Source: an optimization exercise on an open RTL-to-GDS flow (aim: small area and a short achievable clock period). Production flows keep margins and buffers that such runs may drop.
At most, simulation tests tie the RTL to the original design; equivalence was not proved.
Power is estimated from default activity; no workload was simulated.

==> flow/design.v <==
module ALU(
    output [15:0] s,
    input [15:0] a,
    input [15:0] b,
    input inv,
    input cin,
    input ar,
    input la
    );
wire [15:0] bx = b ^ {16{inv}};
wire [15:0] p = a ^ bx;
wire [15:0] g = a & bx;
wire [15:0] g1, p1, g2, p2, g3, p3, g4;
genvar i;
generate for (i = 0; i < 16; i = i + 1) begin : pf
  if (i == 0) begin
    assign g1[i] = g[0] | p[0] & cin; assign p1[i] = 1'b0;
  end else if (i == 1) begin
    assign g1[i] = g[1] | p[1] & g1[0]; assign p1[i] = 1'b0;
  end else if (i % 2 == 1) begin
    assign g1[i] = g[i] | p[i] & g[i-1]; assign p1[i] = p[i] & p[i-1];
  end else begin
    assign g1[i] = g[i]; assign p1[i] = p[i];
  end
  if (i % 4 >= 2) begin
    assign g2[i] = g1[i] | p1[i] & g1[(i/4)*4+1]; assign p2[i] = p1[i] & p1[(i/4)*4+1];
  end else begin
    assign g2[i] = g1[i]; assign p2[i] = p1[i];
  end
  if (i % 8 >= 4) begin
    assign g3[i] = g2[i] | p2[i] & g2[(i/8)*8+3]; assign p3[i] = p2[i] & p2[(i/8)*8+3];
  end else begin
    assign g3[i] = g2[i]; assign p3[i] = p2[i];
  end
  if (i >= 8) begin
    assign g4[i] = g3[i] | p3[i] & g3[7];
  end else begin
    assign g4[i] = g3[i];
  end
end endgenerate
wire [15:0] c = {g4[14:0], cin};   
assign s = la ? g : p ^ (c & {16{ar}});
endmodule
module c_aoi222(output y, input a1, a2, b1, b2, c1, c2);
assign y = ~(a1 & a2 | b1 & b2 | c1 & c2);
endmodule
module c_aoi22(output y, input a1, a2, b1, b2);
assign y = ~(a1 & a2 | b1 & b2);
endmodule
module c_nand3(output y, input a, b, c);
assign y = ~(a & b & c);
endmodule
module c_nand4(output y, input a, b, c, d);
assign y = ~(a & b & c & d);
endmodule
module c_a21o(output y, input a1, a2, b1);
assign y = a1 & a2 | b1;
endmodule
module c_a22o(output y, input a1, a2, b1, b2);
assign y = a1 & a2 | b1 & b2;
endmodule
module regnext(
    output [15:0] d,
    input ld,
    input hd,
    input [15:0] n,
    input [15:0] q
    );
genvar i;
generate for (i = 0; i < 16; i = i + 1) begin : sl
  c_a22o u(d[i], ld, n[i], hd, q[i]);
end endgenerate
endmodule
module aomux8(
    output y,
    input [7:0] s,
    input [7:0] r
    );
assign y = ~(~(s[0] & r[0] | s[1] & r[1]) & ~(s[2] & r[2] | s[3] & r[3]) &
             ~(s[4] & r[4] | s[5] & r[5]) & ~(s[6] & r[6] | s[7] & r[7]));
endmodule
module regmux8(
    output [15:0] q,
    input [7:0] sel,
    input [15:0] r0, r1, r2, r3, r4, r5, r6, r7
    );
genvar i;
generate for (i = 0; i < 16; i = i + 1) begin : sl
  aomux8 u(q[i], sel, {r7[i], r6[i], r5[i], r4[i], r3[i], r2[i], r1[i], r0[i]});
end endgenerate
endmodule
module bmux(
    output [15:0] q,
    input [7:0] sel,
    input [15:0] r0, r1, r2, r3, r4, r5, r6, r7,
    input [15:0] k,
    input [15:0] x,
    input two_n
    );
wire [15:0] t0, t1, t2;
genvar i;
generate for (i = 0; i < 16; i = i + 1) begin : sl
  c_aoi222 u0(t0[i], sel[0], r0[i], sel[1], r1[i], sel[2], r2[i]);
  c_aoi222 u1(t1[i], sel[3], r3[i], sel[4], r4[i], sel[5], r5[i]);
  c_aoi222 u2(t2[i], sel[6], r6[i], sel[7], r7[i], k[i], x[i]);
  if (i == 1) begin : two
    c_nand4 u3(q[i], t0[i], t1[i], t2[i], two_n);
  end else begin : one
    c_nand3 u3(q[i], t0[i], t1[i], t2[i]);
  end
end endgenerate
endmodule
module dbgmux(
    output [15:0] q,
    input [3:0] s,
    input [15:0] r0, r1, r2, r3, r4, r5, r6, r7, ir
    );
wire [8:0] hl, hh;
dbgdec decl_(hl, s);
dbgdec dech_(hh, s);
wire [15:0] t;
genvar i;
generate for (i = 0; i < 16; i = i + 1) begin : sl
  wire [8:0] h = i < 8 ? hl : hh;
  aomux8 u0(t[i], h[7:0], {r7[i], r6[i], r5[i], r4[i], r3[i], r2[i], r1[i], r0[i]});
  c_a21o u1(q[i], h[8], ir[i], t[i]);
end endgenerate
endmodule
module dbgdec(
    output [8:0] h,
    input [3:0] s
    );
assign h[0] = s == 4'd0;
assign h[1] = s == 4'd1;
assign h[2] = s == 4'd2;
assign h[3] = s == 4'd3;
assign h[4] = s == 4'd4;
assign h[5] = s == 4'd5;
assign h[6] = s == 4'd6;
assign h[7] = s == 4'd7;
assign h[8] = s == 4'd8;
endmodule
module arm16_core(
    input clk,
    input rst,
    output [15:0] mem_addr,
    input [15:0] mem_rdata,
    input [3:0] dbg_sel,
    output [15:0] dbg,
    output exec
    );
reg ex;
reg [15:0] ir;
reg [15:0] r0, r1, r2, r3, r4, r5, r6, r7;
reg [7:0] asel;             
reg [7:0] bsel;             
reg bk_lo, bk_mid, bk_hi;   
reg inv, cin, ar, la;       
assign exec = ex;
assign mem_addr = r7;
wire [15:0] m = mem_rdata;
wire m_b = m[15:13] == 3'b110;
wire m_alui = m[15:14] == 2'b10;
wire m_a7 = m_b | (m[15:11] == 5'b11100 & m[7:4] == 4'b1111);
wire [2:0] m_asel = m_a7 ? 3'd7 : m[10:8];
wire m_breg = m[15:13] == 3'b111 & m[12:11] != 2'b00;
wire m_bk8 = m[15:14] != 2'b11;
wire m_bk4 = m[15:11] == 5'b11100;
wire [2:0] m_op = m_alui ? m[13:11] : m_b ? 3'd4 : m[6:4];
wire m_anone = m_op == 3'd0 | m_op == 3'd2;   
wire fetch_next = rst | ex;   
always @(posedge clk) begin
  ex <= ~rst & ~ex;
  if (fetch_next) begin
    asel <= 8'h80;            
    bsel <= 8'h00;
    bk_lo <= 1'b0;
    bk_mid <= 1'b0;
    bk_hi <= 1'b0;
    inv <= 1'b0;
    cin <= 1'b0;
    ar <= 1'b1;
    la <= 1'b0;
  end else begin
    asel <= m_anone ? 8'h00 : 8'h01 << m_asel;
    bsel <= m_breg ? 8'h01 << m[2:0] : 8'h00;
    bk_lo <= m_bk8 | m_b | m_bk4;
    bk_mid <= m_bk8 | m_b;
    bk_hi <= m_b;
    inv <= m_op == 3'd2 | m_op == 3'd6 | m_op == 3'd7;
    cin <= m_op == 3'd6;
    ar <= m_op[2];
    la <= m_op == 3'd1;
  end
end
wire [15:0] a;
regmux8 amux_(a, asel, r0, r1, r2, r3, r4, r5, r6, r7);
wire [15:0] b;
bmux bmux_(b, bsel, r0, r1, r2, r3, r4, r5, r6, r7,
  {{8{bk_hi}}, {4{bk_mid}}, {4{bk_lo}}}, {{8{ir[8]}}, ir[7:0]}, ex);
wire [15:0] y;
ALU alu_(y, a, b, inv, cin, ar, la);
wire [2:0] dst = ir[15:14] == 2'b10 ? ir[10:8] : 3'd7;
wire [7:0] wsel = 8'h01 << dst;
wire [7:0] ld = {8{~rst}} & ({8{ex}} & wsel | {~ex, 7'd0});
wire [7:0] hd = {8{~rst}} & ~({8{ex}} & wsel | {~ex, 7'd0});
wire ld_ir = ~rst & ~ex;
wire hd_ir = ~rst & ex;
wire [15:0] d0, d1, d2, d3, d4, d5, d6, d7, d_ir;
regnext n0_(d0, ld[0], hd[0], y, r0);
regnext n1_(d1, ld[1], hd[1], y, r1);
regnext n2_(d2, ld[2], hd[2], y, r2);
regnext n3_(d3, ld[3], hd[3], y, r3);
regnext n4_(d4, ld[4], hd[4], y, r4);
regnext n5_(d5, ld[5], hd[5], y, r5);
regnext n6_(d6, ld[6], hd[6], y, r6);
regnext n7_(d7, ld[7], hd[7], y, r7);
regnext nir_(d_ir, ld_ir, hd_ir, mem_rdata, ir);
always @(posedge clk) begin
  ir <= d_ir;
  r0 <= d0;
  r1 <= d1;
  r2 <= d2;
  r3 <= d3;
  r4 <= d4;
  r5 <= d5;
  r6 <= d6;
  r7 <= d7;
end
dbgmux dbg_(dbg, dbg_sel, r0, r1, r2, r3, r4, r5, r6, r7, ir);
endmodule
==> flow/config.mk <==
export PLATFORM = sky130hd
export DESIGN_NAME = arm16_core
export DESIGN_NICKNAME = arm16_core
export VERILOG_FILES = /design/flow/design.v
export SDC_FILE = /design/flow/constraint.sdc
export NUM_CORES = 4
export LEC_CHECK = 0
export CAP_MARGIN = 20
export CORE_MARGIN = 2
export CORE_UTILIZATION = 55
export CTS_BUF_LIST = sky130_fd_sc_hd__clkbuf_8
export SETUP_SLACK_MARGIN = 4.2
export SLEW_MARGIN = 20
export SYNTH_HIERARCHICAL = 1
==> flow/constraint.sdc <==
create_clock -name core_clock -period 8.5 [get_ports {clk}]
set_input_delay 1.7000 -clock core_clock [delete_from_list [all_inputs] [get_ports {clk}]]
set_output_delay 1.7000 -clock core_clock [all_outputs]
set_load 0.01 [all_outputs]
standard.sh (not shown) runs the stock make flow with config.mk's settings and CLKGATE_MAP_FILE= SYNTH_SCRIPT=/design/flow/synth_recipe.tcl, a recipe that flattens the netlist after the stock synthesis.
==> flow/flow/run.sh <==
#!/bin/bash
# Own layout flow: the standard flow (standard synthesis, ORFS steps), with
#  - port buffers of the smallest buffer cell (every port still gets one),
#  - CTS without dummy clock loads.
# Each ORFS step writes its own log under orfs/logs/; make's output goes to make_finish.log.
set -euo pipefail
cd "$(dirname "$0")/.."
export BUFFER_PORTS_ARGS="-buffer_cell sky130_fd_sc_hd__buf_1"
export CTS_ARGS="-sink_clustering_enable -repair_clock_nets -buf_list sky130_fd_sc_hd__clkbuf_8 -dont_use_dummy_load"
bash standard.sh finish > make_finish.log 2>&1
Edit:
--- a/flow/design.v
+++ b/flow/design.v
@@ -108,39 +108,51 @@
   end else begin : one
     c_nand3 u3(q[i], t0[i], t1[i], t2[i]);
   end
 end endgenerate
 endmodule
+module c_inv(output y, input a);
+assign y = ~a;
+endmodule
+module c_nand2(output y, input a, b);
+assign y = ~(a & b);
+endmodule
+module c_nor2(output y, input a, b);
+assign y = ~(a | b);
+endmodule
 module dbgmux(
     output [15:0] q,
     input [3:0] s,
     input [15:0] r0, r1, r2, r3, r4, r5, r6, r7, ir
     );
-wire [8:0] hl, hh;
-dbgdec decl_(hl, s);
-dbgdec dech_(hh, s);
+wire [3:0] sn;
+c_inv i0_(sn[0], s[0]);
+c_inv i1_(sn[1], s[1]);
+c_inv i2_(sn[2], s[2]);
+c_inv i3_(sn[3], s[3]);
+wire [3:0] lo_n;   
+wire [2:0] hi_n;   
+c_nand2 l0_(lo_n[0], sn[1], sn[0]);
+c_nand2 l1_(lo_n[1], sn[1], s[0]);
+c_nand2 l2_(lo_n[2], s[1], sn[0]);
+c_nand2 l3_(lo_n[3], s[1], s[0]);
+c_nand2 h0_(hi_n[0], sn[3], sn[2]);
+c_nand2 h1_(hi_n[1], sn[3], s[2]);
+c_nand2 h2_(hi_n[2], s[3], sn[2]);
+wire [8:0] hl, hh;   
+genvar j;
+generate for (j = 0; j < 9; j = j + 1) begin : dec
+  c_nor2 ul(hl[j], lo_n[j % 4], hi_n[j / 4]);
+  c_nor2 uh(hh[j], lo_n[j % 4], hi_n[j / 4]);
+end endgenerate
 wire [15:0] t;
 genvar i;
 generate for (i = 0; i < 16; i = i + 1) begin : sl
   wire [8:0] h = i < 8 ? hl : hh;
   aomux8 u0(t[i], h[7:0], {r7[i], r6[i], r5[i], r4[i], r3[i], r2[i], r1[i], r0[i]});
   c_a21o u1(q[i], h[8], ir[i], t[i]);
 end endgenerate
-endmodule
-module dbgdec(
-    output [8:0] h,
-    input [3:0] s
-    );
-assign h[0] = s == 4'd0;
-assign h[1] = s == 4'd1;
-assign h[2] = s == 4'd2;
-assign h[3] = s == 4'd3;
-assign h[4] = s == 4'd4;
-assign h[5] = s == 4'd5;
-assign h[6] = s == 4'd6;
-assign h[7] = s == 4'd7;
-assign h[8] = s == 4'd8;
 endmodule
 module arm16_core(
     input clk,
     input rst,
     output [15:0] mem_addr,
Outcome: Fmax is about the same. Via count falls by a few percent. Area after synthesis falls slightly. Combinational power falls slightly. Clock skew falls by 0.010 ns. Global-route usage falls by 2.5 points.
The RTL of the second run of this note was laid out without a check of its function.

==> what the ideal ports hide <==
In the flow no input, the clock included, has a driving cell. The finished layouts below were timed again as built, in two steps. Step 1 (the two cells are an assumption about what drives the block):
set clk [get_ports {clk}]
set_driving_cell -lib_cell sky130_fd_sc_hd__clkbuf_16 $clk
set_driving_cell -lib_cell sky130_fd_sc_hd__buf_2 [delete_from_list [all_inputs] $clk]
Step 2 moves the port delays by t, midway between the first and last clock arrival at a register: inputs arrive t later, outputs are due t later. That takes back most of the time a late clock gives input paths. a / b / c = ideal / step 1 / step 2; a / b = the first two.
run	shift t [ns]	setup slack, ns	hold slack, ns	worst setup path after step 2
the first run	0.503	3.847 / 3.636 / 3.636	0.481 / 0.481 / 0.481	input to output
the second run	0.506	3.837 / 3.768 / 3.768	0.478 / 0.478 / 0.478	input to output
After both steps setup and hold are still met in every run listed. For the first run, which loses most, drivers alone change the setup slack by -0.211 ns; drivers and shift together by -0.211 ns.
